Background: an optimization exercise with open tools, aiming at a short achievable clock period and few clock cycles. Do not read the settings as production practice.
In this exercise RTL edits were held to simulation tests only and were not proved equivalent to the original.

// rv32i_core
module rv32i_core (
    input logic clk,
    rst,
    output logic [31:0] imem_addr,
    input logic [31:0] imem_rdata,
    output logic [31:0] dmem_addr,
    input logic [31:0] dmem_rdata,
    output logic [31:0] dmem_wdata,
    output logic [3:0] dmem_wmask
);
    function automatic logic [32:0] padd(input logic [31:0] a, input logic [31:0] b, input logic cin);
        logic [31:0] g, p, G, P, Gn, Pn;
        logic [32:0] r;
        g = a & b;
        p = a ^ b;
        G = g;
        P = p;
        G[0] = g[0] | (p[0] & cin);
        for (int d = 1; d < 32; d = d * 2) begin
            Gn = G;
            Pn = P;
            for (int i = d; i < 32; i++) begin
                Gn[i] = G[i] | (P[i] & G[i-d]);
                Pn[i] = P[i] & P[i-d];
            end
            G = Gn;
            P = Pn;
        end
        r[0] = p[0] ^ cin;
        for (int i = 1; i < 32; i++) r[i] = p[i] ^ G[i-1];
        r[32] = G[31];
        padd = r;
    endfunction
    localparam int NBTB = 4;
    logic [31:0] pc;
    logic [31:0] pc_o;           
    logic [31:0] a_o;            
    logic [NBTB-1:0] bv;
    logic [29:0]     btag [NBTB];
    logic [29:0]     btgt [NBTB];
    logic [1:0]      bptr;
    logic            bi_v;       
    logic [29:0]     bi_tag, bi_tgt;
    logic        xv;             
    logic [31:0] x_pc, x_pc4, x_imm;
    logic [31:0] x_a, x_b;       
    logic [31:0] x_bimm;         
    logic        x_fwdb;         
    logic        x_fwd1, x_fwd2; 
    logic        x_lu;           
    logic [4:0]  x_rdw;          
    logic        x_load, x_store, x_branch, x_jal, x_jalr, x_pred, x_back;
    logic        x_useimm, x_inv, x_sra;
    logic [2:0]  x_f3;
    logic        x_r_add, x_r_slt, x_r_sltu, x_r_xor, x_r_or, x_r_and;
    logic        x_r_sll, x_r_sr, x_r_imm, x_r_pcimm, x_r_pc4;
    logic        mv;
    logic [4:0]  m_rdw;
    logic        m_load;
    logic [2:0]  m_f3;
    logic [31:0] m_res;
    logic [31:0] m_wdata;
    logic [3:0]  m_wmask;
    logic [31:0] rf[1:31];
    logic [31:0] inst;
    assign inst = imem_rdata;
    assign imem_addr = pc_o;
    logic [4:0] opc;
    assign opc = inst[6:2];
    logic f_load, f_store, f_branch, f_jal, f_jalr, f_op, f_opimm, f_lui, f_auipc;
    assign f_load   = (opc == 5'b00000);
  ...
For scale: roughly 9500 cells after synthesis, about 1700 flip-flops, roughly 170 I/O pins.
==> flow/config.mk <==
export PLATFORM = sky130hd
export DESIGN_NAME = rv32i_core
export DESIGN_NICKNAME = rv32i_core
export VERILOG_FILES = /design/flow/design.v
export SDC_FILE = /design/flow/constraint.sdc
export NUM_CORES = 4
export LEC_CHECK = 0
export CAP_MARGIN = 20
export CORE_MARGIN = 2
export CORE_UTILIZATION = 40
export PLACE_DENSITY = 0.6
export SETUP_SLACK_MARGIN = 5
export SLEW_MARGIN = 20
==> flow/constraint.sdc <==
create_clock -name core_clock -period 13.0 [get_ports {clk}]
set_input_delay 2.6000 -clock core_clock [delete_from_list [all_inputs] [get_ports {clk}]]
set_output_delay 2.6000 -clock core_clock [all_outputs]
set_load 0.01 [all_outputs]
run.sh (not shown) runs the stock make flow with config.mk's settings and CLKGATE_MAP_FILE= SYNTH_SCRIPT=/design/flow/synth_recipe.tcl, a recipe that flattens the netlist after the stock synthesis.
The first run ran to the end with violations: max-capacitance violations, max-slew violations.
Testbench counts at the start, summed over its fixed seeds: cycles 205,746.
Next try:
==> flow/flow/run.sh (new file) <==
#!/bin/bash
set -euo pipefail
MARGIN=$(cat flow/margin.txt)
sed -E "s/SETUP_SLACK_MARGIN=[0-9.]+/SETUP_SLACK_MARGIN=${MARGIN}/" standard.sh > standard_margin.sh
grep -q "SETUP_SLACK_MARGIN=${MARGIN}" standard_margin.sh
bash standard_margin.sh synth > log_synth.txt 2>&1
bash standard_margin.sh floorplan > log_floorplan.txt 2>&1
bash standard_margin.sh place > log_place.txt 2>&1
bash standard_margin.sh cts > log_cts.txt 2>&1
bash standard_margin.sh route > log_route.txt 2>&1
bash standard_margin.sh finish > log_finish.txt 2>&1
==> flow/flow/margin.txt (new file) <==
9
==> flow/standard.sh (new file) <==
#!/bin/bash
# synth_recipe.tcl (not shown) runs the flow's synth.tcl, then flattens the netlist and writes it again
# the make line also repeats each setting of config.mk as NAME=value (left out here)
make -C /OpenROAD-flow-scripts/flow DESIGN_CONFIG=/design/flow/config.mk WORK_HOME=/design/flow/orfs CLKGATE_MAP_FILE= SYNTH_SCRIPT=/design/flow/synth_recipe.tcl "${@:-finish}"
Settings changed: ABC_CLOCK_PERIOD_IN_PS from default to 3000.
removed: flow/run.sh
- The changed run finished with timing, DRC and antenna clean
- core utilization is higher by 5.5 points
- setup slack gets better by 2.3 ns
- cell area is higher by 12%
- routed wire length is higher by 13%
- synthesized cell count does not change
- fmax is higher by 55%

## port drivers added, routing unchanged
In the flow no input, the clock included, has a driving cell. The finished layouts below were timed again as built, in two steps. Step 1 sets driving cells, clkbuf_16 on the clock port and buf_2 on the other inputs (assumed; they add their load-dependent delay and slew). Step 2 moves the port delays by t, midway between the first and last clock arrival at a register: inputs arrive t later, outputs are due t later. That takes back most of the time a late clock gives input paths. Slacks: ideal / step 1 / step 2; pairs: ideal / step 1.
| run | t, ns | setup slack, ns | pins driven straight from the clock port |
|---|---|---|---|
| the first run | 0.956 | 6.432 / 6.500 / 5.545 | 1 |
| the second run | 0.982 | 8.760 / 8.714 / 7.732 | 1 |
For the second run, which loses most, drivers alone change the setup slack by -0.046 ns; drivers and shift together by -1.028 ns.
